Context: an optimization exercise on an open-source flow, tuned for small area and a short achievable clock period. The choices shown serve that exercise and are no tape-out recipe.
RTL that was checked went through simulation tests only; none was proved equivalent to the original.
For runs 2 to 7, only the layout was checked, not whether the RTL still works.
Power figures rest on the tool's default switching activity, not on a simulated workload.

**flow/config.mk**
```make
export PLATFORM = sky130hd
export DESIGN_NAME = fixedFloatConversion
export DESIGN_NICKNAME = fixedFloatConversion
export VERILOG_FILES = /design/flow/design.v
export SDC_FILE = /design/flow/constraint.sdc
export NUM_CORES = 4
export LEC_CHECK = 0
export CAP_MARGIN = 20
export CORE_MARGIN = 2
export CORE_UTILIZATION = 40
export SLEW_MARGIN = 20
```
**flow/constraint.sdc**
```tcl
create_clock -name core_clock -period 9.0 [get_ports {clk}]
set_input_delay 1.8000 -clock core_clock [delete_from_list [all_inputs] [get_ports {clk}]]
set_output_delay 1.8000 -clock core_clock [all_outputs]
set_load 0.01 [all_outputs]
```
**flow/design.v**
```verilog
`timescale 1ns / 1ps
module fixedFloatConversion(
  input wire clk, 
  input wire rst , 
  input wire[31:0] targetnumber, 
  input wire[4:0] fixpointpos , 
  input wire opcode , 
  output reg[31:0] result );
reg [31:0] floatresult ; 
reg [31:0] fixresult ; 
reg [1:0] signBit;
reg [31:0] targetnumberCopy;
reg[7:0] exponent; 
integer index;
integer first1Pos;
reg [22:0] fraction; 
integer foundFirstOne;
reg sign;
integer exp2;
reg [31:0] temp; 
always @(*) begin 
	floatresult= 32'h0;
	fixresult=32'h0;
	signBit = 2'b0;
	targetnumberCopy = 32'h0;
	exponent = 8'h0;
	index = 0;
	first1Pos = 0;
	fraction = 23'h0;
	foundFirstOne = 0;
	sign = 1'b0;
	exp2 = 0;
	temp = 32'h0;
	case (opcode) 
	1'b00: begin
		foundFirstOne = 0;
		first1Pos = 999;
		targetnumberCopy = targetnumber;
		signBit = targetnumberCopy[31];
		if (signBit == 1) begin
			targetnumberCopy = (~targetnumberCopy) + 1;
		end
		for(index = 30; index >= 0; index = index - 1) begin
			if (targetnumberCopy[index] == 1 && foundFirstOne == 0) begin
				exponent = index - fixpointpos + 127;
				first1Pos = index;
				foundFirstOne = 1;
			end
		end
		if(first1Pos == 999) begin
			signBit = 0;
			exponent = 0;
			fraction = 0;
		end
		else begin
			targetnumberCopy = targetnumberCopy << (31-first1Pos);
			fraction = targetnumberCopy[31:8];		
		end
		floatresult = {signBit, exponent, fraction};
	end
	1'b01: begin 
		sign = targetnumber[31];
		exp2 = targetnumber[30:23] - 127;
		temp = 1;
		temp[23] = 1;
		temp[22:0] = targetnumber[22:0];
		temp = temp >> (23 - (fixpointpos + exp2));
		if (sign == 1'b1) begin 
			temp=-temp;
		end
		fixresult= temp; 
  end 
  endcase
  end
always @ ( posedge clk ) begin 
    result <= opcode == 1 ?  fixresult : floatresult ;
end 
endmodule
```
**flow/run.sh**
```bash
#!/bin/bash
# synth_recipe.tcl (not shown) runs the flow's synth.tcl, then flattens the netlist and writes it again
# the make line also repeats each setting of config.mk as NAME=value (left out here)
make -C /OpenROAD-flow-scripts/flow DESIGN_CONFIG=/design/flow/config.mk WORK_HOME=/design/flow/orfs CLKGATE_MAP_FILE= SYNTH_SCRIPT=/design/flow/synth_recipe.tcl finish
```
==> results by group, run 1 <==
Floorplanning
  • Die X: 173.7 um
  • Core area: 28550 um2
  • Initial Util: 0.4035
  • IO Pins: 72
  • Die footprint: 30170 um2
  • Row count: 62
  • Die H: 173.7 um

Global route
  • Initial antenna violation count: 0
  • Largest net degree at the start of global routing: 74
  • GRT Util Overall: 0.3294
  • Vias in the first global route: 12700
  • First-pass GRT wire length: 78110 um
  • Gr ovfl total: 0

Clocking
  • # resized after CTS: 0
  • Clock sink total: 32
  • Register clock-pin slew on the reported worst setup and hold paths: 50 ps
  • H-tree depth: 2
  • Clk buf depth: 2
  • Hold-fix buffers, CTS: 0
  • Root Buffer Master: clkbuf_16
  • TritonCTS Buffers: 5
  • CTS tree: built
  • Post CTS Setup Buffer Count: 0

Cells and area
  • Layout cell share with drive strength beyond 1: 0.09123
  • Antenna diodes: 0
  • Area Overhead vs Synth: 11.72%
  • Max FFs per register: 32
  • Final net count: 1808
  • Largest regs: result x32
  • Final cell count without fillers: 2105
  • Fillers: 3059
  • Largest Register: result

Worst setup path
  • Startpoint Class: primary input
  • Max Fanout on Critical Path: 15
  • Worst EP required: around 9000 ps
  • CP top delay family: compound AO/OA/AOI/OAI gates
  • Setup CP Type: primary input to flip-flop
  • Critical path's largest stage delay: 690 ps
  • Crit. End Element: flip-flop
  • CP max stage cell: clkdlybuf4s50_1
  • CP Buf/Inv Count: 3
  • Arr. time, crit path: 8460 ps

Detailed routing
  • Vias per cell: 6.765
  • DRC errors left: 0
  • DR vias: 14240
  • Routed wire length: 51680 um
  • DRT iter0 DRCs: 2134
  • DR WL/cell: 24.55 um
  • First-pass DRT Iterations: 6
  • Routed Antenna Nets: 0

STA
  • Highest Clock Rate: approximately 0.12 GHz
  • Max-slew headroom: 0.2912
  • Worst setup margin: about 670 ps
  • Min Tclk post-route: between 8000 and 9000 ps
  • Slew Viols, Final: 0
  • RSZ-0062 raised after global routing: no
  • Setup TNS: 0 ps
  • Fin crit share: 0.9257
  • Final setup fails: 0
  • Actual slew at the worst max-slew pin: around 1100 ps
  • Final Hold Viols: 0

Yosys
  • Syn avg cell area: 6.780 um2
  • Post-Syn Nets: 1787
  • Yosys reg bits: 32
  • Sequential area share after synthesis: 0.05561
  • Synth unique cells: 97
  • Yosys warning count: 1
  • Predominant post-synthesis flop cell: dfxtp_1
  • Asr flop ratio synth: 0
  • Mapped Cells: 1699
  • Post-Syn Area: ~12000 um2
  • Post-synth EDFFs: 0

Flow run
  • Maxcap violations: 0

Min path
  • HP Class: primary input to flip-flop

Placed design
  • Pre-CTS worst setup slack: between 400 and 500 ps
  • Hpwl dp: 41360 um
  • Port Buffers: 70
  • Placed Instances: roughly 2100
  • Final Wtd Congestion: 1.017

Run status
  • Status: no timing/DRC/antenna violations

Pwr
  • Cell leakage power: 4.662 nW
  • Worst vdd ir: 65.67 uV
  • Power Dens Cells: 113.8 nW/um2
## cells in the final DEF, fill, tap and decap left out, types with 17 or more instances in the layout
cell,Yosys,layout
nand2b_1,19,19
inv_1,42,42
mux4_2,19,19
a211oi_1,19,19
o21ai_0,96,96
o31ai_1,23,23
nand4_1,27,27
nor4_1,26,25
o22ai_1,21,21
xor2_1,50,50
nor3_1,61,61
nand2_1,221,221
nor2_1,136,136
a21oi_1,102,102
mux2i_1,73,73
or3_1,27,27
dfxtp_1,32,32
and3_1,17,17
nand3_1,66,66
ha_1,46,45
a31oi_1,27,27
buf_4,2,67
xnor2_1,84,83
o211ai_1,23,23
nor2b_1,22,22
clkdlybuf4s50_1,0,69
## logic make-up (layout without fill, tap and decap cells)
family                     Yosys count  count (layout)  synth area share
AOI/OAI and AO/OA                  503             503            0.2995
muxes                              105             105            0.1133
xor gates and xnor gates           135             135            0.1033
adders and majority gates           48              48           0.05344
buffers and inverters              170             192           0.06267
and+or+nand+nor                    706             706            0.3123
DFF                                 32              32           0.05561
## Yosys cell counts, types with 17 or more instances
master | number | area, um2
nand2_1 | 221 | 829.6
nor2_1 | 136 | 510.5
a21oi_1 | 102 | 510.5
o21ai_0 | 96 | 480.5
clkbuf_1 | 84 | 315.3
xnor2_1 | 84 | 735.7
mux2i_1 | 73 | 730.7
nand3_1 | 66 | 330.3
nor3_1 | 61 | 305.3
xor2_1 | 50 | 437.9
ha_1 | 46 | 575.6
inv_1 | 42 | 157.7
dfxtp_1 | 32 | 640.6
a31oi_1 | 27 | 168.9
nand4_1 | 27 | 168.9
or3_1 | 27 | 168.9
nor4_1 | 26 | 162.7
o211ai_1 | 23 | 172.7
o31ai_1 | 23 | 172.7
nor2b_1 | 22 | 137.6
o22ai_1 | 21 | 131.4
a211oi_1 | 19 | 142.6
mux4_2 | 19 | 427.9
nand2b_1 | 19 | 118.9
buf_1 | 18 | 67.56
and3_1 | 17 | 106.4
## per-stage QoR
step	util	power [mW]	hold WS [ps]	cell area, um2
finish	0.4508	1.464	2305	12870
detailed placement	0.4446	1.237	2537	12690
global route	0.4508	1.549	2316	12870
floorplan	-	0.8857	1989	11520
global placement	0.4446	1.236	2535	12690
CTS	0.4505	1.431	2274	12860
## per-layer routing
metal,vias to the layer above,track usage,part of all wire
li1,6451,-,-
met2,909,0.4875,0.41
met5,-,0,0
met4,0,0.1089,0.039
met1,6755,0.4760,0.44
met3,125,0.06360,0.11
## final timing paths
path	startpoint	end	slack (ps)	cells after the start
min	targetnumber[31]	result[31]	2300	3
max	targetnumber[23]	result[17]	670	28
## cell type report
| class | instances | area [um2] | share of cell area |
|---|---|---|---|
| Clock buffer | 5 | 125.1 | 0.009722 |
| Clock inverter | 3 | 42.54 | 0.003305 |
| Inverter | 45 | 168.9 | 0.01312 |
| Multi-Input combinational cell | 1497 | 10170 | 0.7905 |
| Sequential cell | 32 | 640.6 | 0.04978 |
| Tap cell | 384 | 480.5 | 0.03733 |
| Timing Repair Buffer | 139 | 1239 | 0.09625 |
## tightest hold or removal path, stage by stage
cell and delay, ps:
buf_2 100, buf_4 320, a21o_1 250
## report_power, final
group / leakage, nW / switching [mW] / internal (mW) / total (mW)
combinational: 4.32 / 0.689 / 0.410 / 1.10
sequential: 0.267 / 0.00617 / 0.170 / 0.176
clock: 0.0798 / 0.0589 / 0.130 / 0.189
total: 4.66 / 0.754 / 0.710 / 1.46
==> run 2, diff against run 1 <==
==> flow/design.v (replaced) <==
`timescale 1ns / 1ps
module fixedFloatConversion(
  input wire clk,
  input wire rst,
  input wire[31:0] targetnumber,
  input wire[4:0] fixpointpos,
  input wire opcode,
  output reg[31:0] result);
wire        s  = targetnumber[31];
wire [30:0] t  = targetnumber[30:0];
wire [30:0] mag = s ? (~t + 31'd1) : t;
wire        nz  = |t;
wire [9:0] d     = 10'd150 - {5'd0, fixpointpos} - {2'd0, targetnumber[30:23]};
wire       valid = (d[9:5] == 5'd0);
wire [4:0] amt   = d[4:0];
wire [23:0] m = {1'b1, targetnumber[22:0]};
wire [30:0] revm;
genvar g;
generate
  for (g = 0; g < 24; g = g + 1) begin : rv
    assign revm[30-g] = m[g];
  end
endgenerate
assign revm[6:0] = 7'd0;
wire [30:0] x0 = opcode ? revm : mag;
wire z16 = opcode ? amt[4] : ~|x0[30:15];
wire [30:0] x1 = z16 ? {x0[14:0], 16'd0} : x0;
wire z8  = opcode ? amt[3] : ~|x1[30:23];
wire [30:0] x2 = z8 ? {x1[22:0], 8'd0} : x1;
wire z4  = opcode ? amt[2] : ~|x2[30:27];
wire [30:0] x3 = z4 ? {x2[26:0], 4'd0} : x2;
wire z2  = opcode ? amt[1] : ~|x3[30:29];
wire [30:0] x4 = z2 ? {x3[28:0], 2'd0} : x3;
wire z1  = opcode ? amt[0] : ~x4[30];
wire [30:0] y  = z1 ? {x4[29:0], 1'd0} : x4;
wire [4:0]  lz = {z16, z8, z4, z2, z1};
wire [7:0]  e  = 8'd157 - {3'd0, lz} - {3'd0, fixpointpos};
wire [31:0] fres = nz ? {s, e, y[29:7]} : 32'd0;
wire [23:0] v;
generate
  for (g = 0; g < 24; g = g + 1) begin : rb
    assign v[g] = y[30-g] & valid;
  end
endgenerate
wire [31:0] xres = s ? -{8'd0, v} : {8'd0, v};
always @(posedge clk) begin
  result <= opcode ? xres : fres;
end
endmodule
==> run 2 against run 1 <==
Against the previous run: still clean; die area down 48%; fmax down 0.70%; non-clock buffer count down 22; critical endpoint is now result[22]; synthesized area down 49%; clock-buffer cell count unchanged; sequential cell count unchanged.
==> results by group, run 2 <==
Run status
  • Status: no timing/DRC/antenna violations

Clocking
  • Hold-fix buffers, CTS: 0 (unchanged)
  • Root Buffer Master: clkbuf_16
  • Clk buf depth: 2 (unchanged)
  • CTS tree: built
  • Post CTS Setup Buffer Count: 0 (unchanged)
  • H-tree depth: 2 (unchanged)
  • Register clock-pin slew on the reported worst setup and hold paths: 50 ps (about the same)
  • TritonCTS Buffers: 5 (unchanged)
  • Clock sink total: 32 (unchanged)
  • # resized after CTS: 0 (unchanged)

Cells and area
  • Post-route core utilization: 0.4892 (+0.03833)
  • Final net count: 935 (-48%)
  • Antenna diodes: 0 (unchanged)
  • Most frequent cells in the layout: 68 x clkdlybuf4s50_1, 66 x nand2_1, 66 x nor2_1, 53 x o21ai_0, 44 x buf_4
  • Area Overhead vs Synth: 20.44%
  • Most common cell after layout, fill and taps aside: clkdlybuf4s50_1
  • Fillers: 1453 (-53%)
  • Final Cell Area: 7056 um2 (-45%)
  • Largest Register: result
  • Layout cell share with drive strength beyond 1: 0.1474 (+0.05620)
  • Largest regs: result x32
  • Max FFs per register: 32 (unchanged)
  • Final cell count without fillers: 1059 (-50%)

STA
  • Max-slew headroom: 0.3842 (+0.09302)
  • Highest Clock Rate: 0.1192 GHz (-0.70%)
  • Slew Viols, Final: 0 (unchanged)
  • Final setup fails: 0 (unchanged)
  • Fin crit share: 0.9323 (+0.006576)
  • Hold slack final: 2177 ps (-127.3 ps)
  • Setup TNS: 0 ps (unchanged)
  • Final Hold Viols: 0 (unchanged)
  • RSZ-0062 raised after global routing: no
  • Actual slew at the worst max-slew pin: 917.6 ps (-145.7 ps)
  • Min Tclk post-route: 8391 ps (+59.18 ps)

Detailed routing
  • Vias per cell: 6.479 (-4.2%)
  • Routed Antenna Nets: 0 (unchanged)
  • Routed wire length: 22760 um (-56%)
  • DRC errors left: 0 (unchanged)
  • First-pass DRT Iterations: 6 (unchanged)
  • DR WL/cell: 21.49 um (-12%)
  • DRT iter0 DRCs: 747 (-65%)
  • DR vias: 6861 (-52%)

Yosys
  • Predominant post-synthesis flop cell: dfxtp_1
  • Yosys reg bits: 32 (unchanged)
  • Synth Area in Compound Gates: 0.3191 (+0.01965)
  • Largest family of logic cells by synthesized area: compound AO/OA/AOI/OAI gates
  • Post-synth EDFFs: 0 (unchanged)
  • Synth top area cells: dfxtp_1 11%, mux2_2 5.8%, mux2i_1 5.6%, o21ai_0 4.5%, nand2_1 4.2%
  • Synth area leader: dfxtp_1
  • Synth Area in Simple Gates: 0.2708 (-0.04144)
  • Sequential area share after synthesis: 0.1094 (+0.05375)
  • Synth unique cells: 97 (unchanged)
  • Most frequent cells after synthesis: 66 x nand2_1, 66 x nor2_1, 53 x o21ai_0
  • Synth top area share: 0.1094 (+0.03734)
  • Post-Syn Area: 5858 um2 (-49%)
  • Post-synthesis adder-cell area fraction: 0.04742 (-0.006022)
  • Syn avg cell area: 7.259 um2 (+7.1%)
  • Post-Syn Nets: 868 (-51%)
  • Synth Area in XOR/XNOR: 0.06130 (-0.04199)
  • Yosys warning count: 1 (unchanged)
  • Post-synthesis mux area share: 0.1228 (+0.009527)
  • Asr flop ratio synth: 0 (unchanged)
  • Mapped Cells: 807 (-53%)

Pwr
  • Clock share of power: 0.141 (+0.012)
  • Sw Pwr: 0.6359 mW (-16%)
  • Share of power burned in registers: 0.152 (+0.032)
  • Internal power: 0.7503 mW (+5.7%)
  • Worst vdd ir: 82.05 uV (+25%)
  • Cell leakage power: 2.718 nW (-42%)
  • Logic gate share of total power: 0.707 (-0.044)
  • Sw Ratio: 0.4587 (-0.05639)
  • Power Dens Cells: 196.5 nW/um2 (+73%)

Floorplanning
  • Initial Util: 0.4061 (+0.002609)
  • Row count: 44 (-29%)
  • Core area: 14420 um2 (-49%)
  • Die H: 125.0 um (-28%)
  • Die X: 125.0 um (-28%)
  • IO Pins: 72 (unchanged)
  • Die footprint: 15630 um2 (-48%)

Global route
  • Vias in the first global route: 6486 (-49%)
  • Gr ovfl total: 0 (unchanged)
  • Initial antenna violation count: 0 (unchanged)
  • First-pass GRT wire length: 36380 um (-53%)
  • Largest net degree at the start of global routing: 52 (-30%)
  • GRT Util Overall: 0.2864 (-0.04298)

Worst setup path
  • Max Fanout on Critical Path: 26 (+11)
  • Setup CP Type: primary input to flip-flop
  • Worst EP required: 9170 ps (+40 ps)
  • Critical Path Source: targetnumber[15]
  • Startpoint Class: primary input
  • Crit. End Element: flip-flop
  • Arr. time, crit path: 8560 ps (+100 ps)

Flow run
  • Maxcap violations: 0 (unchanged)

Placed design
  • Port Buffers: 70 (unchanged)
  • Final Wtd Congestion: 0.9801 (-3.6%)
  • Placed Area: 6888 um2 (-46%)
  • Hpwl dp: 18200 um (-56%)
  • Placed Instances: 1051 (-50%)

Min path
  • HP Start: targetnumber[31]
  • WHS Path Cells: 3 (unchanged)
  • HP Class: primary input to flip-flop
  • Hold Path End: result[31]
## run 2: cell types whose count changed in the layout (fill, tap and decap cells not counted), moves of 26 or more
cell     delta
ha_1       -26
nand3_1    -38
nand2_1   -155
nor3_1     -35
nor2_1     -70
a21oi_1    -63
o21ai_0    -43
mux2i_1    -40
xnor2_1    -59
xor2_1     -33
## run 2: power by group through the flow
stage	combinational, mW	sequential, mW	clock (mW)
2_1_floorplan	0.590	0.242	0
4_1_cts	0.961	0.212	0.200
3_5_place_dp	0.956	0.215	0
3_3_place_gp	0.945	0.212	0
5_1_grt	1.06	0.216	0.205
6_report	0.981	0.210	0.195
## run 2: how the worst max path moves through the flow
| stage | endpoint | slack (ps) | cells after the start |
|---|---|---|---|
| final | result[22] | 610 | 23 |
| after global routing | result[22] | 270 | 23 |
| after CTS | result[22] | 710 | 21 |
| after detailed placement | result[22] | 420 | 21 |
| after global placement | result[20] | 510 | 21 |
| after floorplan | result[20] | 1370 | 24 |
## run 2: final cells by class
| class | instances | area (um2) | share of cell area |
|---|---|---|---|
| clock buffer | 5 | 125.1 | 0.01773 |
| clock inverter | 3 | 42.54 | 0.006029 |
| inverter | 27 | 113.9 | 0.01614 |
| multi-input combinational | 691 | 4822 | 0.6835 |
| sequential | 32 | 640.6 | 0.09080 |
| tap | 184 | 230.2 | 0.03263 |
| timing repair buffer | 117 | 1081 | 0.1532 |
## run 2: cell families after synthesis
group | after synthesis
AO/OA/AOI/OAI | 264
XOR/XNOR | 41
adder cells (fa/ha/maj) | 21
buffers and inverters | 84
flip-flops | 32
multiplexers | 67
AND/OR/NAND/NOR | 298
## run 2: critical path, cell delays in order
cell             delay, ps
clkdlybuf4s50_1        510
nor4_2                 670
nand4b_1               360
o41ai_1                480
xnor2_1                340
nand4_1                260
buf_4                  220
a211oi_2               290
o21ai_2                210
buf_4                  270
o221ai_1               200
o21ai_0                260
mux2i_1                360
a22o_1                 260
buf_12                 200
clkinv_8               120
a211oi_1               340
o31ai_1                190
a211o_1                410
o41ai_2                410
buf_4                  190
xnor2_1                120
o21ai_1                 70
## run 2: routing by layer
metal | share of wire | vias to the layer above | GRT usage
li1 | - | 3214 | -
met1 | 0.47 | 3239 | 0.4256
met2 | 0.44 | 374 | 0.4488
met3 | 0.080 | 34 | 0.02953
met4 | 0.016 | 0 | 0.06013
met5 | 0 | - | 0
## run 2: metrics by stage
stage | power, mW | worst slack (ps)
6_report | 1.386 | 609.2
2_1_floorplan | 0.8322 | 1371
3_3_place_gp | 1.156 | 507.9
5_1_grt | 1.476 | 266.8
3_5_place_dp | 1.171 | 422.7
4_1_cts | 1.373 | 710.9
==> run 3, diff against run 2 <==
--- a/flow/config.mk
+++ b/flow/config.mk
@@ -5,7 +5,9 @@
 export SDC_FILE = /design/flow/constraint.sdc
 export NUM_CORES = 4
 export LEC_CHECK = 0
+export ABC_AREA = 1
 export CAP_MARGIN = 20
 export CORE_MARGIN = 2
 export CORE_UTILIZATION = 40
+export SETUP_SLACK_MARGIN = 4
 export SLEW_MARGIN = 20
==> run 3 against run 2 <==
Against the previous run: total power rose by 26%; via count rose by 12%; final cell count rose by 29%; core utilization rose by 18 points; synthesized cell count rose by 27%; combinational power rose by 39%; die area fell by 6.2%; first-iteration DRC count rose by 16%; worst hold slack got worse by 160 ps; sequential cell count did not move; critical endpoint is now result[8].
==> results by group, run 3 <==
STA
  • Final Hold Viols: 0 (unchanged)
  • Actual slew at the worst max-slew pin: 1040 ps (+122.2 ps)
  • Slew Viols, Final: 0 (unchanged)
  • Fin crit share: 0.7224 (-0.2099)
  • Setup TNS: 0 ps (unchanged)
  • Min Tclk post-route: 6501 ps (-1889 ps)
  • RSZ-0062 raised after global routing: yes
  • Max-slew headroom: 0.3021 (-0.08203)
  • Highest Clock Rate: 0.1538 GHz (+29%)
  • Final setup fails: 0 (unchanged)

Cells and area
  • Largest regs: result x32
  • Most frequent cells in the layout: 271 x nand2_1, 101 x buf_4, 85 x nand3_1, 77 x inv_1, 75 x nand2_2
  • Max FFs per register: 32 (unchanged)
  • Area Overhead vs Synth: 62.07%
  • Final net count: 1253 (+34%)
  • Antenna diodes: 0 (unchanged)
  • Largest Register: result
  • Layout cell share with drive strength beyond 1: 0.4023 (+0.2549)
  • Post-route core utilization: 0.6684 (+0.1792)
  • Most common cell after layout, fill and taps aside: nand2_1

Yosys
  • Synth top area cells: nand2_1 25%, nand3_1 13%, dfxtp_1 12%, nor2_1 7.1%, o21ai_0 6.1%
  • Synth area leader: nand2_1
  • Post-Syn Area: 5483 um2 (-6.4%)
  • Predominant post-synthesis flop cell: dfxtp_1
  • Yosys reg bits: 32 (unchanged)
  • Asr flop ratio synth: 0 (unchanged)
  • Synth top area share: 0.2478 (+0.1385)
  • Top-count cell post-synth: nand2_1
  • Syn avg cell area: 5.333 um2 (-27%)
  • Most frequent cells after synthesis: 362 x nand2_1, 138 x nand3_1, 103 x nor2_1
  • Synth unique cells: 44 (-55%)
  • Post-synth EDFFs: 0 (unchanged)
  • Post-Syn Nets: 1089 (+25%)
  • Mapped Cells: 1028 (+27%)
  • Yosys warning count: 1 (unchanged)
  • Sequential area share after synthesis: 0.1168 (+0.007487)

Worst setup path
  • Critical path's largest stage delay: 280 ps (-390 ps)
  • Crit. End Element: flip-flop
  • CP top delay family: simple AND/OR/NAND/NOR gates
  • CP Buf/Inv Count: 6 (unchanged)
  • Max Fanout on Critical Path: 8 (-69%)
  • Worst EP required: 9210 ps (+40 ps)
  • Setup CP Type: primary input to flip-flop
  • Startpoint Class: primary input
  • Crit. path cell count: 42 (+83%)
  • CP max stage cell: a31oi_2
  • Critical Path Source: targetnumber[1]
  • CP most frequent cell: nand2_4
  • Arr. time, crit path: 6720 ps (-1840 ps)
  • Crit path to: result[8]

Detailed routing
  • DRT iter0 DRCs: 870 (+16%)
  • First-pass DRT Iterations: 5 (-1)
  • Vias per cell: 5.620 (-13%)
  • DRC errors left: 0 (unchanged)
  • Routed wire length: 23020 um (+1.1%)
  • DR vias: 7694 (+12%)
  • Routed Antenna Nets: 0 (unchanged)
  • DR WL/cell: 16.82 um (-22%)

Floorplanning
  • Core area: 13300 um2 (-7.8%)
  • Row count: 42 (-4.5%)
  • Initial Util: 0.4124 (+0.006243)
  • Die X: 121.1 um (-3.2%)
  • Die H: 121.1 um (-3.2%)
  • IO Pins: 72 (unchanged)
  • Die footprint: 14660 um2 (-6.2%)

Placed design
  • Port Buffers: 70 (unchanged)
  • Final Wtd Congestion: 0.9297 (-5.1%)
  • Hpwl dp: 14700 um (-19%)

Global route
  • Largest net degree at the start of global routing: 43 (-17%)
  • Gr ovfl total: 0 (unchanged)
  • Vias in the first global route: 6769 (+4.4%)
  • First-pass GRT wire length: 34620 um (-4.9%)
  • GRT Util Overall: 0.2966 (+0.01023)
  • Initial antenna violation count: 0 (unchanged)

Clocking
  • Register clock-pin slew on the reported worst setup and hold paths: 60 ps (about the same)
  • TritonCTS Buffers: 5 (unchanged)
  • Clock sink total: 32 (unchanged)
  • Root Buffer Master: clkbuf_16
  • CTS tree: built
  • Hold-fix buffers, CTS: 0 (unchanged)
  • Clk buf depth: 2 (unchanged)
  • H-tree depth: 2 (unchanged)

Flow run
  • Maxcap violations: 0 (unchanged)

Run status
  • Status: no timing/DRC/antenna violations

Min path
  • HP Class: primary input to flip-flop

Pwr
  • Worst vdd ir: 114.0 uV (+39%)
  • Cell leakage power: 4.161 nW (+53%)
  • Power Dens Cells: 195.9 nW/um2 (-0.27%)
[run 3: cells by family (layout without fill, tap and decap cells)]
group	count (synthesis)	in the layout	share of synthesized area
mux	9	9	0.01643
fa+ha+maj	21	21	0.05066
buf+inv	135	288	0.1079
simple gates	689	701	0.5662
xor+xnor	5	5	0.007989
flops	32	32	0.1168
compound gates	137	137	0.1340
[run 3: how the worst min path moves through the flow]
stage	slack (ps)	cells past startpoint	end	start
final	2020	4	result[23]	fixpointpos[0]
after global routing	2040	4	result[23]	fixpointpos[0]
after CTS	2040	4	result[23]	fixpointpos[0]
after detailed placement	2530	1	result[10]	result[10]
after global placement	2530	1	result[10]	result[10]
after floorplan	2070	3	result[23]	fixpointpos[0]
[run 3: power breakdown]
part | total, mW | internal, mW | switching, mW
combinational | 1.36 | 0.543 | 0.816
sequential | 0.210 | 0.196 | 0.0136
clock | 0.173 | 0.110 | 0.0628
[run 3: what timing repair did]
| item | CTS | global route |
|---|---|---|
| buffers inserted | 74 | 35 |
| gates cloned | 11 | 2 |
| resized for setup | 275 | 195 |
| pin swaps | 102 | 66 |
| setup endpoints to repair | 32 | 32 |
| hold endpoints to repair | 0 | 0 |
[run 3: metrics by stage]
stage	hold WS [ps]	setup slack, ps	power (mW)	cell area [um2]	instances
4_1_cts	2042	2786	1.515	8039	1332
2_1_floorplan	2067	3085	0.8825	5812	1028
3_5_place_dp	2534	830.3	1.147	6536	1239
5_1_grt	2043	2217	1.858	8886	1369
6_report	2016	2499	1.741	8886	1369
3_3_place_gp	2534	874.1	1.145	6536	1239
[run 3: final cells by class]
| type | count | area, um2 |
|---|---|---|
| clock buffers | 7 | 142.6 |
| inverters | 93 | 380.4 |
| repair buffers | 187 | 1622 |
| flip-flops and latches | 32 | 640.6 |
| well taps | 176 | 220.2 |
| fillers | 1171 | 4409 |
| clock inverters | 1 | 7.507 |
| multi-input cells | 873 | 5873 |
[run 3: layer usage]
layer | global-route usage | up-vias | routed length (um)
li1 | - | 3699 | -
met4 | 0.05233 | 0 | 626
met3 | 0.07284 | 73 | 2187
met1 | 0.4259 | 3526 | 10040
met5 | 0 | - | 0
met2 | 0.4515 | 396 | 10160
[run 3: worst min-delay path, stage by stage]
cell and delay [ps]:
buf_2 170, ha_4 140, or2_2 100, nand2_1 50
==> run 4, diff against run 3 <==
--- a/flow/config.mk
+++ b/flow/config.mk
@@ -9,5 +9,4 @@
 export CAP_MARGIN = 20
 export CORE_MARGIN = 2
 export CORE_UTILIZATION = 40
-export SETUP_SLACK_MARGIN = 4
 export SLEW_MARGIN = 20
==> run 4 against run 3 <==
Against the previous run: still clean on timing, DRC and antenna; die area unchanged; clock power up 17%; sequential share of layout area is 2.8 points higher; synthesized area is the same; synthesized cell count stayed put; global-route usage shrank 5.2 points; sequential power about the same; largest power group unchanged.
==> results by group, run 4 <==
Pwr
  • Share of power burned in registers: 0.163 (+0.043)
  • Power Dens Cells: 200.7 nW/um2 (+2.4%)
  • Logic gate share of total power: 0.680 (-0.100)
  • Internal power: 0.6666 mW (-21%)
  • Cell leakage power: 3.188 nW (-23%)
  • Sw Ratio: 0.4809 (-0.03153)
  • Clock share of power: 0.157 (+0.058)
  • Worst vdd ir: 98.70 uV (-13%)
  • Sw Pwr: 0.6175 mW (-31%)
  • Total power: 1.284 mW (-26%)

STA
  • Slew Viols, Final: 0 (unchanged)
  • Min Tclk post-route: 8144 ps (+1643 ps)
  • Fin crit share: 0.9049 (+0.1825)
  • Setup TNS: 0 ps (unchanged)
  • RSZ-0062 raised after global routing: no
  • Max-slew headroom: 0.4892 (+0.1871)
  • Final setup fails: 0 (unchanged)
  • Actual slew at the worst max-slew pin: 761.5 ps (-278.3 ps)
  • Hold slack final: 2403 ps (+387.2 ps)
  • Final Hold Viols: 0 (unchanged)
  • Highest Clock Rate: 0.1228 GHz (-20%)

Yosys
  • Asr flop ratio synth: 0 (unchanged)
  • Post-Syn Nets: 1089 (unchanged)
  • Yosys reg bits: 32 (unchanged)
  • Yosys warning count: 1 (unchanged)
  • Synth unique cells: 44 (unchanged)
  • Synth Area in Compound Gates: 0.1340 (unchanged)
  • Post-synthesis adder-cell area fraction: 0.05066 (unchanged)
  • Largest family of logic cells by synthesized area: simple AND/OR/NAND/NOR gates
  • Synth top area share: 0.2478 (unchanged)
  • Post-Syn Area: 5483 um2 (unchanged)
  • Top-count cell post-synth: nand2_1
  • Synth Area in Simple Gates: 0.5662 (unchanged)
  • Post-synthesis mux area share: 0.01643 (unchanged)
  • Synth Area in XOR/XNOR: 0.007987 (unchanged)
  • Sequential area share after synthesis: 0.1168 (unchanged)
  • Most frequent cells after synthesis: 362 x nand2_1, 138 x nand3_1, 103 x nor2_1
  • Post-synth EDFFs: 0 (unchanged)
  • Mapped Cells: 1028 (unchanged)
  • Synth top area cells: nand2_1 25%, nand3_1 13%, dfxtp_1 12%, nor2_1 7.1%, o21ai_0 6.1%
  • Predominant post-synthesis flop cell: dfxtp_1
  • Syn avg cell area: 5.333 um2 (unchanged)
  • Synth area leader: nand2_1

Global route
  • Gr ovfl total: 0 (unchanged)
  • Largest net degree at the start of global routing: 42 (-2.3%)
  • Vias in the first global route: 5803 (-14%)
  • Initial antenna violation count: 0 (unchanged)
  • GRT Util Overall: 0.2447 (-0.05194)
  • First-pass GRT wire length: 28990 um (-16%)

Cells and area
  • Largest regs: result x32
  • Final net count: 1132 (-9.7%)
  • Post-route core utilization: 0.4813 (-0.1871)
  • Most common cell after layout, fill and taps aside: nand2_1
  • Max FFs per register: 32 (unchanged)
  • Layout cell share with drive strength beyond 1: 0.07369 (-0.3287)
  • Largest Register: result
  • Area Overhead vs Synth: 16.70%
  • Most frequent cells in the layout: 362 x nand2_1, 138 x nand3_1, 103 x nor2_1, 88 x inv_1, 69 x clkdlybuf4s50_1
  • Final Cell Area: 6399 um2 (-28%)
  • Antenna diodes: 0 (unchanged)

Clocking
  • Clock sink total: 32 (unchanged)
  • TritonCTS Buffers: 5 (unchanged)
  • # resized after CTS: 0 (-100%)
  • H-tree depth: 2 (unchanged)
  • Hold-fix buffers, CTS: 0 (unchanged)
  • Clk buf depth: 2 (unchanged)
  • CTS tree: built
  • Post CTS Setup Buffer Count: 0 (-100%)
  • Register clock-pin slew on the reported worst setup and hold paths: 50 ps (about the same)
  • Root Buffer Master: clkbuf_16

Worst setup path
  • CP max stage cell: clkdlybuf4s50_1
  • Worst EP required: 9150 ps (-60 ps)
  • CP most frequent cell: nand2_1
  • Critical path's largest stage delay: 390 ps (+110 ps)
  • Setup CP Type: primary input to flip-flop
  • Startpoint Class: primary input
  • Max Fanout on Critical Path: 36 (+28)
  • Crit. End Element: flip-flop
  • Arr. time, crit path: 8300 ps (+1580 ps)
  • Critical Path Source: targetnumber[0]

Flow run
  • Maxcap violations: 0 (unchanged)

Floorplanning
  • Core area: 13300 um2 (unchanged)
  • Initial Util: 0.4124 (unchanged)
  • Die footprint: 14660 um2 (unchanged)
  • Die H: 121.1 um (unchanged)
  • IO Pins: 72 (unchanged)
  • Die X: 121.1 um (unchanged)
  • Row count: 42 (unchanged)

Placed design
  • Port Buffers: 70 (unchanged)
  • Hpwl dp: 14220 um (-3.3%)
  • Placed Area: 6216 um2 (-4.9%)
  • Final Wtd Congestion: 0.9260 (-0.40%)

Run status
  • Status: no timing/DRC/antenna violations

Detailed routing
  • DR vias: 6578 (-15%)
  • First-pass DRT Iterations: 5 (unchanged)
  • DRT iter0 DRCs: 549 (-37%)
  • Routed Antenna Nets: 0 (unchanged)
  • Routed wire length: 17560 um (-24%)
  • DRC errors left: 0 (unchanged)
  • DR WL/cell: 14.07 um (-16%)
  • Vias per cell: 5.271 (-6.2%)

Min path
  • HP Start: targetnumber[31]
  • HP Class: primary input to flip-flop
==> run 4: cell counts after synthesis <==
Identical to the previous run, type by type.
==> run 4: area by class of cell <==
type / instances / area [um2]
sequential: 32 / 640.6
clock inverter: 1 / 30.03
fill: 1433 / 6897
clock buffer: 7 / 152.6
inverter: 93 / 349.1
multi-input combinational: 861 / 4250
timing repair buffer: 78 / 755.7
tap: 176 / 220.2
==> run 4: routing by layer <==
metal / part of all wire / GRT usage / vias to the layer above
li1: - / - / 3429
met3: 0.064 / 0.03900 / 17
met4: 0.011 / 0.03343 / 0
met1: 0.50 / 0.3677 / 2927
met2: 0.43 / 0.3729 / 205
met5: 0 / 0 / -
==> run 4: worst paths after layout <==
check	to	slack (ps)	cells after the start
worst min-delay path	result[31]	2400	4
worst max-delay path	result[28]	860	41
==> run 4: per-stage QoR <==
stage,cells,setup WS [ps]
2_1_floorplan,1028,2768
3_3_place_gp,1240,655.9
5_1_grt,1248,199.2
6_report,1248,855.9
3_5_place_dp,1240,683.8
4_1_cts,1248,935.1
==> run 4: worst max-delay path, delay by kind of cell <==
| family | cells | cell delay (ps) |
|---|---|---|
| AOI/OAI and AO/OA | 3 | 540 |
| and+or+nand+nor | 34 | 4920 |
| adders and majority gates | 2 | 440 |
| buffers and inverters | 2 | 580 |
==> run 4: cell families after synthesis <==
kind of cell | after synthesis
buffers and inverters | 135
adders and majority gates | 21
AOI/OAI and AO/OA | 137
DFF | 32
xor gates and xnor gates | 5
and+or+nand+nor | 689
muxes | 9
==> run 4: power groups by stage <==
stage	registers, mW	logic [mW]	clock network [mW]
final	0.209	0.874	0.202
after global placement	0.211	0.862	0
after global routing	0.214	0.983	0.214
after floorplan	0.241	0.577	0
after detailed placement	0.212	0.860	0
after CTS	0.210	0.865	0.206
==> run 5, diff against run 4 <==
--- a/flow/config.mk
+++ b/flow/config.mk
@@ -9,4 +9,5 @@
 export CAP_MARGIN = 20
 export CORE_MARGIN = 2
 export CORE_UTILIZATION = 40
+export SETUP_SLACK_MARGIN = 2
 export SLEW_MARGIN = 20
==> run 5 against run 4 <==
Against the previous run: synthesized area did not move; routed wire length rose by 16%; final cell count rose by 5.4%; cell area rose by 22%; non-clock buffer count rose by 57; core utilization rose by 11 points; synthesized cell count did not move; sequential share of layout area fell by 1.8 points; critical path depth rose by 1; global-route usage rose by 0.77 points; clock-buffer cell count did not move; largest power group unchanged; highest routed layer unchanged.
==> results by group, run 5 <==
Min path
  • WHS Path Cells: 4 (unchanged)
  • HP Class: primary input to flip-flop
  • Hold Path End: result[23]
  • HP Start: fixpointpos[0]

Clocking
  • TritonCTS Buffers: 5 (unchanged)
  • Hold-fix buffers, CTS: 0 (unchanged)
  • Root Buffer Master: clkbuf_16
  • CTS tree: built
  • Clk buf depth: 2 (unchanged)
  • Clock sink total: 32 (unchanged)
  • Register clock-pin slew on the reported worst setup and hold paths: 50 ps (about the same)
  • H-tree depth: 2 (unchanged)

Global route
  • First-pass GRT wire length: 29840 um (+2.9%)
  • Gr ovfl total: 0 (unchanged)
  • Initial antenna violation count: 0 (unchanged)
  • GRT Util Overall: 0.2524 (+0.007711)
  • Largest net degree at the start of global routing: 42 (unchanged)
  • Vias in the first global route: 5967 (+2.8%)

Yosys
  • Asr flop ratio synth: 0 (unchanged)
  • Synth area leader: nand2_1
  • Post-Syn Nets: 1089 (unchanged)
  • Syn avg cell area: 5.333 um2 (unchanged)
  • Predominant post-synthesis flop cell: dfxtp_1
  • Yosys warning count: 1 (unchanged)
  • Synth top area share: 0.2478 (unchanged)
  • Most frequent cells after synthesis: 362 x nand2_1, 138 x nand3_1, 103 x nor2_1
  • Top-count cell post-synth: nand2_1
  • Synth top area cells: nand2_1 25%, nand3_1 13%, dfxtp_1 12%, nor2_1 7.1%, o21ai_0 6.1%
  • Yosys reg bits: 32 (unchanged)
  • Sequential area share after synthesis: 0.1168 (unchanged)
  • Mapped Cells: 1028 (unchanged)
  • Synth unique cells: 44 (unchanged)
  • Post-synth EDFFs: 0 (unchanged)
  • Post-Syn Area: 5483 um2 (unchanged)

Worst setup path
  • Startpoint Class: primary input
  • CP max stage cell: clkdlybuf4s50_1
  • Worst EP required: 9160 ps (about the same)
  • Critical path's largest stage delay: 410 ps (+20 ps)
  • Arr. time, crit path: 7020 ps (-1280 ps)
  • Crit. End Element: flip-flop
  • Setup CP Type: primary input to flip-flop
  • Max Fanout on Critical Path: 8 (-78%)
  • CP most frequent cell: nand2_1

Cells and area
  • Final cell count without fillers: 1315 (+5.4%)
  • Max FFs per register: 32 (unchanged)
  • Largest Register: result
  • Antenna diodes: 0 (unchanged)
  • Area Overhead vs Synth: 42.61%
  • Most common cell after layout, fill and taps aside: nand2_1
  • Final net count: 1199 (+5.9%)
  • Most frequent cells in the layout: 327 x nand2_1, 103 x nand3_1, 85 x inv_1, 77 x nor2_1, 58 x o21ai_0
  • Fillers: 1265 (-12%)
  • Largest regs: result x32
  • Layout cell share with drive strength beyond 1: 0.2344 (+0.1607)
  • Post-route core utilization: 0.5881 (+0.1068)

STA
  • Final Hold Viols: 0 (unchanged)
  • Highest Clock Rate: 0.1459 GHz (+19%)
  • Fin crit share: 0.7617 (-0.1432)
  • RSZ-0062 raised after global routing: yes
  • Setup TNS: 0 ps (unchanged)
  • Hold slack final: 2068 ps (-335.8 ps)
  • Actual slew at the worst max-slew pin: 1006 ps (+244.0 ps)
  • Min Tclk post-route: 6855 ps (-1289 ps)
  • Slew Viols, Final: 0 (unchanged)
  • Max-slew headroom: 0.3252 (-0.1641)
  • Final setup fails: 0 (unchanged)

Detailed routing
  • Routed Antenna Nets: 0 (unchanged)
  • DRT iter0 DRCs: 735 (+34%)
  • First-pass DRT Iterations: 6 (+1)
  • DR vias: 7166 (+8.9%)
  • Routed wire length: 20300 um (+16%)
  • DR WL/cell: 15.43 um (+9.7%)
  • DRC errors left: 0 (unchanged)
  • Vias per cell: 5.449 (+3.4%)

Pwr
  • Internal power: 0.8167 mW (+23%)
  • Logic gate share of total power: 0.741 (+0.061)
  • Sw Ratio: 0.4853 (+0.004391)
  • Sw Pwr: 0.7700 mW (+25%)
  • Cell leakage power: 3.807 nW (+19%)
  • Clock share of power: 0.128 (-0.029)
  • Total power: 1.587 mW (+24%)
  • Share of power burned in registers: 0.132 (-0.031)
  • Power Dens Cells: 202.9 nW/um2 (+1.1%)
  • Worst vdd ir: 108.9 uV (+10%)

Placed design
  • Hpwl dp: 14220 um (unchanged)
  • Final Wtd Congestion: 0.9260 (unchanged)
  • Placed Instances: 1240 (unchanged)
  • Port Buffers: 70 (unchanged)

Floorplanning
  • Core area: 13300 um2 (unchanged)
  • Die H: 121.1 um (unchanged)
  • Die footprint: 14660 um2 (unchanged)
  • Initial Util: 0.4124 (unchanged)
  • Die X: 121.1 um (unchanged)
  • Row count: 42 (unchanged)
  • IO Pins: 72 (unchanged)

Flow run
  • Maxcap violations: 0 (unchanged)

Run status
  • Status: no timing/DRC/antenna violations
## run 5: cell counts after synthesis
Identical to the previous run, type by type.
## run 5: final cells by class
cell class / count / area (um2) / share of cell area
tap: 176 / 220.2 / 0.02816
sequential: 32 / 640.6 / 0.08193
timing repair buffer: 135 / 1319 / 0.1687
clock inverter: 1 / 30.03 / 0.003841
clock buffer: 7 / 152.6 / 0.01952
multi-input combinational: 871 / 5105 / 0.6529
inverter: 93 / 351.6 / 0.04497
## run 5: power by group through the flow
stage	logic, mW	registers [mW]	clock network, mW
4_1_cts	0.915	0.210	0.206
5_1_grt	1.28	0.214	0.214
3_5_place_dp	0.860	0.212	0
3_3_place_gp	0.862	0.211	0
6_report	1.18	0.209	0.202
2_1_floorplan	0.577	0.241	0
## run 5: cells by family (layout without fill, tap and decap cells)
| kind of cell | Yosys count | count (layout) | share of synthesized area |
|---|---|---|---|
| adders and majority gates | 21 | 21 | 0.05066 |
| muxes | 9 | 9 | 0.01643 |
| and+or+nand+nor | 689 | 699 | 0.5662 |
| buffers and inverters | 135 | 236 | 0.1079 |
| xor gates and xnor gates | 5 | 5 | 0.007989 |
| AOI/OAI and AO/OA | 137 | 137 | 0.1340 |
| DFF | 32 | 32 | 0.1168 |
## run 5: worst max-delay path by stage
| stage | startpoint | end | slack [ps] | depth (start not counted) |
|---|---|---|---|---|
| floorplan | fixpointpos[0] | result[28] | 2770 | 34 |
| global placement | targetnumber[0] | result[28] | 660 | 41 |
| detailed placement | targetnumber[0] | result[28] | 680 | 41 |
| CTS | targetnumber[1] | result[31] | 2020 | 41 |
| global route | targetnumber[0] | result[20] | 1780 | 42 |
| finish | targetnumber[0] | result[20] | 2150 | 42 |
## run 5: metrics by stage
stage / setup slack, ps / cell area, um2
detailed placement: 683.8 / 6216
global route: 1776 / 7819
floorplan: 2768 / 5483
finish: 2145 / 7819
global placement: 655.9 / 6216
CTS: 2017 / 6664
## run 5: critical path, delay by kind of cell
kind,cells,cell delay (ps)
simple gates,36,3840
buf+inv,4,820
compound gates,1,380
fa+ha+maj,1,140
## run 5: routing by layer
metal  track usage  up-vias  routed length, um
li1              -     3584                  -
met1        0.3834     3261               9256
met2        0.3834      295               9020
met3       0.03477       26               1699
met4       0.03488        0                319
met5             0        -                  0
## run 5: what timing repair did
item | CTS | global route
hold endpoints to repair | 0 | 0
buffers inserted | 11 | 44
cloned | 4 | 8
endpoints found under the setup margin | 32 | 31
pin swaps | 10 | 47
gates resized for setup | 25 | 174
==> run 6, diff against run 5 <==
--- a/flow/config.mk
+++ b/flow/config.mk
@@ -8,6 +8,6 @@
 export ABC_AREA = 1
 export CAP_MARGIN = 20
 export CORE_MARGIN = 2
-export CORE_UTILIZATION = 40
-export SETUP_SLACK_MARGIN = 2
+export CORE_UTILIZATION = 70
+export PLACE_DENSITY = 0.8
 export SLEW_MARGIN = 20
==> run 6 against run 5 <==
Against the previous run: highest routed layer unchanged; critical path type unchanged; sequential share of layout area up 2.1 points; sequential power about the same; routed wire length down 15%; fmax down 17%.
==> results by group, run 6 <==
Placed design
  • Placed Area: 6121 um2 (-1.5%)
  • Hpwl dp: 13380 um (-5.9%)
  • Pre-CTS worst setup slack: 810.3 ps (+126.5 ps)
  • Placed Instances: 1164 (-6.1%)
  • Port Buffers: 70 (unchanged)
  • Final Wtd Congestion: 1.022 (+10%)

STA
  • Max-slew headroom: 0.5118 (+0.1866)
  • Min Tclk post-route: 8239 ps (+1384 ps)
  • Highest Clock Rate: 0.1214 GHz (-17%)
  • Final setup fails: 0 (unchanged)
  • Final Hold Viols: 0 (unchanged)
  • RSZ-0062 raised after global routing: no
  • Fin crit share: 0.9155 (+0.1538)
  • Actual slew at the worst max-slew pin: 727.9 ps (-277.7 ps)
  • Setup TNS: 0 ps (unchanged)
  • Worst setup margin: 760.8 ps (-1384 ps)
  • Hold slack final: 2382 ps (+314.8 ps)
  • Slew Viols, Final: 0 (unchanged)

Cells and area
  • Layout cell share with drive strength beyond 1: 0.07196 (-0.1625)
  • Antenna diodes: 0 (unchanged)
  • Final Cell Area: 6247 um2 (-20%)
  • Largest Register: result
  • Most frequent cells in the layout: 362 x nand2_1, 138 x nand3_1, 103 x nor2_1, 88 x inv_1, 69 x clkdlybuf4s50_1
  • Most common cell after layout, fill and taps aside: nand2_1
  • Area Overhead vs Synth: 13.94%
  • Largest regs: result x32
  • Final net count: 1130 (-5.8%)
  • Max FFs per register: 32 (unchanged)
  • Final cell count without fillers: 1172 (-11%)

Yosys
  • Synth unique cells: 44 (unchanged)
  • Synth top area cells: nand2_1 25%, nand3_1 13%, dfxtp_1 12%, nor2_1 7.1%, o21ai_0 6.1%
  • Synth Area in XOR/XNOR: 0.007987 (unchanged)
  • Post-Syn Nets: 1089 (unchanged)
  • Post-synth EDFFs: 0 (unchanged)
  • Asr flop ratio synth: 0 (unchanged)
  • Syn avg cell area: 5.333 um2 (unchanged)
  • Post-Syn Area: 5483 um2 (unchanged)
  • Post-synthesis mux area share: 0.01643 (unchanged)
  • Yosys warning count: 1 (unchanged)
  • Most frequent cells after synthesis: 362 x nand2_1, 138 x nand3_1, 103 x nor2_1
  • Top-count cell post-synth: nand2_1
  • Predominant post-synthesis flop cell: dfxtp_1
  • Post-synthesis adder-cell area fraction: 0.05066 (unchanged)
  • Synth Area in Compound Gates: 0.1340 (unchanged)
  • Synth area leader: nand2_1
  • Synth Area in Simple Gates: 0.5662 (unchanged)
  • Sequential area share after synthesis: 0.1168 (unchanged)
  • Yosys reg bits: 32 (unchanged)
  • Mapped Cells: 1028 (unchanged)
  • Largest family of logic cells by synthesized area: simple AND/OR/NAND/NOR gates
  • Synth top area share: 0.2478 (unchanged)

Detailed routing
  • DRT iter0 DRCs: 977 (+33%)
  • Routed wire length: 17240 um (-15%)
  • DR vias: 7017 (-2.1%)
  • Vias per cell: 5.987 (+9.9%)
  • First-pass DRT Iterations: 7 (+1)
  • DRC errors left: 0 (unchanged)
  • Routed Antenna Nets: 0 (unchanged)
  • DR WL/cell: 14.71 um (-4.7%)

Floorplanning
  • Die X: 92.50 um (-24%)
  • Die H: 92.50 um (-24%)
  • Core area: 7647 um2 (-42%)
  • IO Pins: 72 (unchanged)
  • Row count: 32 (-24%)
  • Initial Util: 0.7170 (+0.3046)
  • Die footprint: 8556 um2 (-42%)

Global route
  • First-pass GRT wire length: 28560 um (-4.3%)
  • Initial antenna violation count: 0 (unchanged)
  • Largest net degree at the start of global routing: 42 (unchanged)
  • Gr ovfl total: 0 (unchanged)
  • GRT Util Overall: 0.4094 (+0.1570)
  • Vias in the first global route: 6040 (+1.2%)

Worst setup path
  • Setup CP Type: primary input to flip-flop
  • Worst EP required: 9160 ps (about the same)
  • Critical Path Source: targetnumber[0]
  • Arr. time, crit path: 8400 ps (+1380 ps)
  • Crit. End Element: flip-flop
  • Startpoint Class: primary input
  • CP Buf/Inv Count: 2 (-2)
  • CP top delay family: simple AND/OR/NAND/NOR gates
  • Critical path's largest stage delay: 400 ps (about the same)
  • CP max stage cell: clkdlybuf4s50_1
  • CP most frequent cell: nand2_1
  • Max Fanout on Critical Path: 36 (+28)

Clocking
  • TritonCTS Buffers: 5 (unchanged)
  • Hold-fix buffers, CTS: 0 (unchanged)
  • Root Buffer Master: clkbuf_8
  • H-tree depth: 2 (unchanged)
  • CTS tree: built
  • Register clock-pin slew on the reported worst setup and hold paths: 70 ps (+20 ps)
  • Clock sink total: 32 (unchanged)
  • Post CTS Setup Buffer Count: 0 (-11)
  • # resized after CTS: 0 (-100%)
  • Clk buf depth: 2 (unchanged)

Min path
  • WHS Path Cells: 4 (unchanged)
  • Hold Path End: result[31]
  • HP Class: primary input to flip-flop
  • HP Start: targetnumber[31]

Pwr
  • Power Dens Cells: 201.3 nW/um2 (-0.82%)
  • Worst vdd ir: 177.5 uV (+63%)
  • Cell leakage power: 3.157 nW (-17%)

Run status
  • Status: no timing/DRC/antenna violations

Flow run
  • Maxcap violations: 0 (unchanged)
## run 6: cell counts after synthesis
Identical to the previous run, type by type.
## run 6: cell type report
class                           instances  area (um2)
Sequential cell                        32       640.6
Tap cell                              102       127.6
Inverter                               93       349.1
Clock buffer                            7       96.34
Clock inverter                          1       30.03
Timing Repair Buffer                   76       753.2
Multi-Input combinational cell        861        4250
Fill cell                             616        1400
## run 6: logic make-up (layout without fill, tap and decap cells)
kind of cell / count (synthesis) / after routing
adder cells (fa/ha/maj): 21 / 21
buffers and inverters: 135 / 177
XOR/XNOR: 5 / 5
AND/OR/NAND/NOR: 689 / 689
AO/OA/AOI/OAI: 137 / 137
multiplexers: 9 / 9
flip-flops: 32 / 32
## run 6: routing by layer
layer  vias up  GRT usage  wire [um]
met3        59     0.1050       2317
met1      3055     0.5586       6971
met4         0    0.09204        451
li1       3421          -          -
met5         -          0          0
met2       482     0.6490       7494
## run 6: power breakdown
group | internal, mW | total, mW | switching (mW)
Clock | 0.0976 | 0.151 | 0.0533
Sequential | 0.196 | 0.211 | 0.0152
Combinational | 0.326 | 0.895 | 0.569
## run 6: worst max-delay path by stage
| stage | endpoint | depth (start not counted) |
|---|---|---|
| 2_1_floorplan | result[28] | 34 |
| 3_3_place_gp | result[28] | 41 |
| 3_5_place_dp | result[28] | 41 |
| 4_1_cts | result[14] | 45 |
| 5_1_grt | result[14] | 45 |
| 6_report | result[28] | 41 |
## run 6: per-stage QoR
step,util,total power [mW]
final,0.8169,1.257
after global routing,0.8169,1.362
after CTS,0.8169,1.229
after detailed placement,0.8004,1.071
after global placement,0.8004,1.047
after floorplan,-,0.8188
==> run 7, diff against run 6 <==
==> flow/design.v (replaced) <==
`timescale 1ns / 1ps
module fixedFloatConversion(
  input wire clk,
  input wire rst,
  input wire[31:0] targetnumber,
  input wire[4:0] fixpointpos,
  input wire opcode,
  output reg[31:0] result);
genvar g;
wire        s  = targetnumber[31];
wire [30:0] t  = targetnumber[30:0];
wire [30:0] mag = s ? (~t + 31'd1) : t;
wire        nz  = |t;
wire [4:0] lz;
lzc32 ulz (.w({mag, 1'b1}), .lz(lz));
wire [9:0] d     = 10'd150 - {5'd0, fixpointpos} - {2'd0, targetnumber[30:23]};
wire       valid = (d[9:5] == 5'd0);
wire [23:0] m = {1'b1, targetnumber[22:0]};
wire [30:0] revm;
generate
  for (g = 0; g < 24; g = g + 1) begin : rv
    assign revm[30-g] = m[g];
  end
endgenerate
assign revm[6:0] = 7'd0;
wire [30:0] x0 = opcode ? revm : mag;
wire [4:0]  sh = opcode ? d[4:0] : lz;
wire [30:0] x1 = sh[4] ? {x0[14:0], 16'd0} : x0;
wire [30:0] x2 = sh[3] ? {x1[22:0], 8'd0} : x1;
wire [30:0] x3 = sh[2] ? {x2[26:0], 4'd0} : x2;
wire [30:0] x4 = sh[1] ? {x3[28:0], 2'd0} : x3;
wire [30:0] y  = sh[0] ? {x4[29:0], 1'd0} : x4;
wire [7:0]  e  = 8'd157 - {3'd0, fixpointpos} - {3'd0, lz};
wire [31:0] fres = nz ? {s, e, y[29:7]} : 32'd0;
wire [23:0] v;
generate
  for (g = 0; g < 24; g = g + 1) begin : rb
    assign v[g] = y[30-g] & valid;
  end
endgenerate
wire [31:0] xres = s ? -{8'd0, v} : {8'd0, v};
always @(posedge clk) begin
  result <= opcode ? xres : fres;
end
endmodule
module lzc32 (
  input  wire [31:0] w,
  output wire [4:0]  lz);
  wire [15:0] z1; wire [15:0] c1;
  wire [7:0]  z2; wire [15:0] c2;
  wire [3:0]  z3; wire [11:0] c3;
  wire [1:0]  z4; wire [7:0]  c4;
  genvar i;
  generate
    for (i = 0; i < 16; i = i + 1) begin : l1
      assign z1[i] = ~(w[2*i+1] | w[2*i]);
      assign c1[i] = ~w[2*i+1];
    end
    for (i = 0; i < 8; i = i + 1) begin : l2
      assign z2[i] = z1[2*i+1] & z1[2*i];
      assign c2[2*i+1:2*i] = z1[2*i+1] ? {1'b1, c1[2*i]} : {1'b0, c1[2*i+1]};
    end
    for (i = 0; i < 4; i = i + 1) begin : l3
      assign z3[i] = z2[2*i+1] & z2[2*i];
      assign c3[3*i+2:3*i] = z2[2*i+1] ? {1'b1, c2[4*i+1:4*i]} : {1'b0, c2[4*i+3:4*i+2]};
    end
    for (i = 0; i < 2; i = i + 1) begin : l4
      assign z4[i] = z3[2*i+1] & z3[2*i];
      assign c4[4*i+3:4*i] = z3[2*i+1] ? {1'b1, c3[6*i+2:6*i]} : {1'b0, c3[6*i+5:6*i+3]};
    end
  endgenerate
  assign lz = z4[1] ? {1'b1, c4[3:0]} : {1'b0, c4[7:4]};
endmodule
--- a/flow/config.mk
+++ b/flow/config.mk
@@ -8,6 +8,5 @@
 export ABC_AREA = 1
 export CAP_MARGIN = 20
 export CORE_MARGIN = 2
-export CORE_UTILIZATION = 70
-export PLACE_DENSITY = 0.8
+export CORE_UTILIZATION = 40
 export SLEW_MARGIN = 20
==> run 7 against run 6 <==
Against the previous run: synthesized area up 11%; via count is 3.5% higher; die area is 89% higher; fmax rose by 26%; worst hold slack improved by 30 ps; sequential cell count is the same; combinational power decreased by 19%; sequential power fell by 7%; synthesized cell count up 8.0%; critical endpoint is now result[29]; largest power group unchanged; highest routed layer unchanged.
==> results by group, run 7 <==
Run status
  • Status: no timing/DRC/antenna violations

STA
  • Fin crit share: 0.7288 (-0.1867)
  • Slew Viols, Final: 0 (unchanged)
  • Highest Clock Rate: 0.1525 GHz (+26%)
  • Actual slew at the worst max-slew pin: 998.6 ps (+270.8 ps)
  • RSZ-0062 raised after global routing: no
  • Worst setup margin: 2441 ps (+1680 ps)
  • Min Tclk post-route: 6559 ps (-1680 ps)
  • Final Hold Viols: 0 (unchanged)
  • Final setup fails: 0 (unchanged)
  • Max-slew headroom: 0.3326 (-0.1791)
  • Setup TNS: 0 ps (unchanged)

Global route
  • Initial antenna violation count: 0 (unchanged)
  • First-pass GRT wire length: 33250 um (+16%)
  • GRT Util Overall: 0.2528 (-0.1566)
  • Gr ovfl total: 0 (unchanged)
  • Vias in the first global route: 6468 (+7.1%)
  • Largest net degree at the start of global routing: 56 (+33%)

Min path
  • Hold Path End: result[23]
  • WHS Path Cells: 4 (unchanged)
  • HP Class: primary input to flip-flop
  • HP Start: fixpointpos[0]

Yosys
  • Mapped Cells: 1110 (+8.0%)
  • Synth unique cells: 49 (+11%)
  • Yosys reg bits: 32 (unchanged)
  • Asr flop ratio synth: 0 (unchanged)
  • Predominant post-synthesis flop cell: dfxtp_1
  • Yosys warning count: 1 (unchanged)
  • Synth top area cells: nand2_1 21%, nand3_1 19%, dfxtp_1 11%, inv_1 5.8%, nor2_1 5.0%
  • Synth area leader: nand2_1
  • Post-Syn Area: 6061 um2 (+11%)
  • Most frequent cells after synthesis: 340 x nand2_1, 234 x nand3_1, 93 x inv_1
  • Post-synth EDFFs: 0 (unchanged)
  • Sequential area share after synthesis: 0.1057 (-0.01114)
  • Syn avg cell area: 5.460 um2 (+2.4%)
  • Post-Syn Nets: 1172 (+7.6%)
  • Synth top area share: 0.2106 (-0.03726)
  • Top-count cell post-synth: nand2_1

Detailed routing
  • Routed wire length: 20090 um (+17%)
  • DRT iter0 DRCs: 815 (-17%)
  • DRC errors left: 0 (unchanged)
  • DR WL/cell: 15.11 um (+2.7%)
  • Routed Antenna Nets: 0 (unchanged)
  • DR vias: 7265 (+3.5%)
  • Vias per cell: 5.462 (-8.8%)
  • First-pass DRT Iterations: 6 (-1)

Floorplanning
  • Initial Util: 0.4139 (-0.3031)
  • Row count: 44 (+38%)
  • IO Pins: 72 (unchanged)
  • Die H: 127.1 um (+37%)
  • Die X: 127.1 um (+37%)
  • Die footprint: 16150 um2 (+89%)
  • Core area: 14640 um2 (+91%)

Clocking
  • # resized after CTS: 0 (unchanged)
  • Root Buffer Master: clkbuf_16
  • Register clock-pin slew on the reported worst setup and hold paths: 60 ps (about the same)
  • Post CTS Setup Buffer Count: 0 (unchanged)
  • H-tree depth: 2 (unchanged)
  • TritonCTS Buffers: 5 (unchanged)
  • Clk buf depth: 2 (unchanged)
  • CTS tree: built
  • Clock sink total: 32 (unchanged)
  • Hold-fix buffers, CTS: 0 (unchanged)

Placed design
  • Final Wtd Congestion: 0.9225 (-9.7%)
  • Hpwl dp: 16430 um (+23%)
  • Port Buffers: 70 (unchanged)
  • Pre-CTS worst setup slack: 2278 ps (+1467 ps)

Cells and area
  • Antenna diodes: 0 (unchanged)
  • Area Overhead vs Synth: 14.35%
  • Most frequent cells in the layout: 340 x nand2_1, 234 x nand3_1, 93 x inv_1, 81 x nor2_1, 69 x clkdlybuf4s50_1
  • Largest Register: result
  • Max FFs per register: 32 (unchanged)
  • Largest regs: result x32
  • Layout cell share with drive strength beyond 1: 0.1117 (+0.03973)
  • Final net count: 1207 (+6.8%)
  • Most common cell after layout, fill and taps aside: nand2_1

Pwr
  • Cell leakage power: 3.537 nW (+12%)
  • Total power: 1.114 mW (-11%)
  • Power Dens Cells: 160.7 nW/um2 (-20%)
  • Worst vdd ir: 84.39 uV (-52%)

Worst setup path
  • Crit. End Element: flip-flop
  • Critical path's largest stage delay: 770 ps (+370 ps)
  • Max Fanout on Critical Path: 31 (-14%)
  • CP max stage cell: nand2_1
  • Startpoint Class: primary input
  • CP top delay family: simple AND/OR/NAND/NOR gates
  • Worst EP required: 9130 ps (-30 ps)
  • Arr. time, crit path: 6690 ps (-1710 ps)
  • Setup CP Type: primary input to flip-flop
  • Crit. path cell count: 28 (-32%)
  • CP Buf/Inv Count: 3 (+1)
  • CP most frequent cell: nand2_1

Flow run
  • Maxcap violations: 0 (unchanged)
## run 7: cell types whose count changed after synthesis, moves of 10 or more
cell     before  now
nand2_1     362  340
o21ai_0      67   53
nand3_1     138  234
a21oi_1      27   13
nand2_2      16   26
inv_2         3   18
xor2_1        2   13
nor2_1      103   81
nand3_2       8   25
## run 7: logic make-up after synthesis
family / share of synthesized area
fa+ha+maj: 0.04789
xor+xnor: 0.02023
compound gates: 0.1007
buf+inv: 0.1131
flops: 0.1057
simple gates: 0.6123
## run 7: metal layers
metal / vias to the layer above / track usage / wire (um)
met1: 3289 / 0.3819 / 9737
met2: 263 / 0.4023 / 8803
met4: 0 / 0.02004 / 118
li1: 3699 / - / -
met3: 14 / 0.02848 / 1432
met5: - / 0 / 0
## run 7: area by class of cell
cell class	count	area (um2)
well taps	184	230.2
clock inverters	3	46.29
clock buffers	5	125.1
flip-flops and latches	32	640.6
repair buffers	73	718.2
fillers	1628	7714
inverters	114	429.2
multi-input cells	919	4741
## run 7: power breakdown
| part | switching [mW] | internal [mW] |
|---|---|---|
| Combinational | 0.454 | 0.269 |
| Clock | 0.0617 | 0.131 |
| Sequential | 0.0102 | 0.187 |
## run 7: worst max path at each step
stage                               start    endpoint
final                     targetnumber[0]  result[29]
after CTS                 targetnumber[0]  result[30]
after floorplan            fixpointpos[0]  result[10]
after detailed placement  targetnumber[0]  result[30]
after global routing      targetnumber[0]  result[30]
after global placement    targetnumber[0]  result[30]
## run 7: through the flow
step	cells	instance area [um2]	util	hold slack (ps)
floorplan	1110	6061	-	2074
global placement	1322	6759	0.4616	2534
detailed placement	1322	6759	0.4616	2533
CTS	1330	6930	0.4733	2420
global route	1330	6930	0.4733	2456
finish	1330	6930	0.4733	2413
==> run 8, diff against run 7 <==
--- a/flow/design.v
+++ b/flow/design.v
@@ -35,10 +35,10 @@
 wire [23:0] v;
 generate
   for (g = 0; g < 24; g = g + 1) begin : rb
-    assign v[g] = y[30-g] & valid;
+    assign v[g] = y[30-g];
   end
 endgenerate
-wire [31:0] xres = s ? -{8'd0, v} : {8'd0, v};
+wire [31:0] xres = valid ? (s ? -{8'd0, v} : {8'd0, v}) : 32'd0;
 always @(posedge clk) begin
   result <= opcode ? xres : fres;
 end
==> run 8 against run 7 <==
Against the previous run: routed wire length is 4.1% lower; fmax decreased by 0.74%; sequential cell count did not move; synthesized cell count fell by 1.1%; highest routed layer unchanged; combinational power decreased by 12%; non-clock buffer count unchanged.
==> results by group, run 8 <==
Global route
  • Vias in the first global route: 6379 (-1.4%)
  • GRT Util Overall: 0.2443 (-0.008504)
  • Largest net degree at the start of global routing: 61 (+8.9%)
  • First-pass GRT wire length: 31680 um (-4.7%)
  • Initial antenna violation count: 0 (unchanged)
  • Gr ovfl total: 0 (unchanged)

STA
  • Min Tclk post-route: 6608 ps (+48.91 ps)
  • Fin crit share: 0.7342 (+0.005434)
  • Setup TNS: 0 ps (unchanged)
  • Final Hold Viols: 0 (unchanged)
  • Slew Viols, Final: 0 (unchanged)

Clocking
  • TritonCTS Buffers: 5 (unchanged)
  • Post CTS Setup Buffer Count: 0 (unchanged)
  • Register clock-pin slew on the reported worst setup and hold paths: 50 ps (about the same)
  • Hold-fix buffers, CTS: 0 (unchanged)
  • Root Buffer Master: clkbuf_16
  • CTS tree: built

Yosys
  • Asr flop ratio synth: 0 (unchanged)
  • Synth unique cells: 42 (-14%)
  • Post-Syn Nets: 1160 (-1.0%)
  • Yosys warning count: 1 (unchanged)
  • Yosys reg bits: 32 (unchanged)
  • Synth top area share: 0.2236 (+0.01303)

Pwr
  • Worst vdd ir: 76.35 uV (-9.5%)
  • Sw Pwr: 0.4802 mW (-8.8%)
  • Sw Ratio: 0.4844 (+0.01176)
  • Logic gate share of total power: 0.646 (-0.004)
  • Power Dens Cells: 148.9 nW/um2 (-7.3%)
  • Internal power: 0.5110 mW (-13%)

Detailed routing
  • DRC errors left: 0 (unchanged)
  • Routed Antenna Nets: 0 (unchanged)

Cells and area
  • Most common cell after layout, fill and taps aside: nand2_1
  • Antenna diodes: 0 (unchanged)
  • Largest regs: result x32
  • Max FFs per register: 32 (unchanged)
  • Layout cell share with drive strength beyond 1: 0.07225 (-0.03945)
  • Area Overhead vs Synth: 13.96%
  • Most frequent cells in the layout: 348 x nand2_1, 246 x nand3_1, 102 x nor2_1, 91 x inv_1, 69 x clkdlybuf4s50_1

Floorplanning
  • Die X: 124.9 um (-1.8%)
  • Core area: 14420 um2 (-1.5%)

Placed design
  • Hpwl dp: 15460 um (-5.9%)
  • Pre-CTS worst setup slack: 2222 ps (-55.27 ps)
  • Port Buffers: 70 (unchanged)

Run status
  • Status: no timing/DRC/antenna violations

Flow run
  • Maxcap violations: 0 (unchanged)

Worst setup path
  • Worst EP required: 9120 ps (about the same)
  • CP Buf/Inv Count: 2 (-1)
  • CP max stage cell: nand2_1

Min path
  • HP Class: primary input to flip-flop
-- run 8: cell count changes after synthesis, sizes merged, moves of 3 or more --
cell,before,now
o21ai,84,75
xor2,13,10
nand2,373,379
nand3,260,253
a21oi,13,27
nor3,10,7
inv,111,94
nor2,106,120
nand3b,8,3
clkbuf,11,8
-- run 8: routing by layer --
layer | GRT usage | vias up | wire length (um)
li1 | - | 3681 | -
met1 | 0.3324 | 3177 | 8990
met2 | 0.4037 | 209 | 8894
met3 | 0.02663 | 46 | 776
met4 | 0.08039 | 0 | 602
met5 | 0 | - | 0
-- run 8: logic make-up (layout without fill, tap and decap cells) --
| logic type | after synthesis | after routing | share of synthesized area |
|---|---|---|---|
| buf+inv | 138 | 175 | 0.1107 |
| simple gates | 775 | 775 | 0.6010 |
| xor+xnor | 11 | 11 | 0.01649 |
| flops | 32 | 32 | 0.1097 |
| compound gates | 120 | 120 | 0.1124 |
| fa+ha+maj | 22 | 22 | 0.04969 |
-- run 8: area by class of cell --
cell class,count,area [um2]
flip-flops and latches,32,640.6
multi-input cells,928,4554
repair buffers,73,718.2
fillers,1632,7766
inverters,95,361.6
clock buffers,7,152.6
well taps,184,230.2
-- run 8: worst min-delay path: cells and delay by family --
kind	cells	cell delay [ps]
simple gates	3	250
buf+inv	1	230
-- run 8: metrics by stage --
stage | std cells | util | area [um2] | hold slack (ps) | power [mW]
after floorplan | 1098 | - | 5842 | 2074 | 0.6366
after global placement | 1312 | 0.4510 | 6505 | 2341 | 0.8137
after detailed placement | 1312 | 0.4510 | 6505 | 2331 | 0.8160
after CTS | 1319 | 0.4616 | 6658 | 2051 | 0.9910
after global routing | 1319 | 0.4616 | 6658 | 2082 | 1.084
final | 1319 | 0.4616 | 6658 | 2055 | 0.9912
-- run 8: path summary, 6_finish.rpt --
check | slack [ps] | endpoint | cells past startpoint | startpoint
setup / recovery | 2390 | result[6] | 29 | targetnumber[0]
hold / removal | 2050 | result[23] | 4 | targetnumber[31]
-- run 8: power by group through the flow --
stage               sequential (mW)  clock [mW]  combinational, mW
detailed placement            0.184           0              0.632
finish                        0.181       0.171              0.640
CTS                           0.181       0.175              0.635
global route                  0.184       0.180              0.720
floorplan                     0.200           0              0.437
global placement              0.183           0              0.630

Setup slack of run 8, layout unchanged: 2.392 ns with ideal ports, 2.406 ns with driving cells assumed (clock clkbuf_16, inputs buf_2), 2.100 ns with port delays also shifted by the 0.306 ns mid clock arrival.
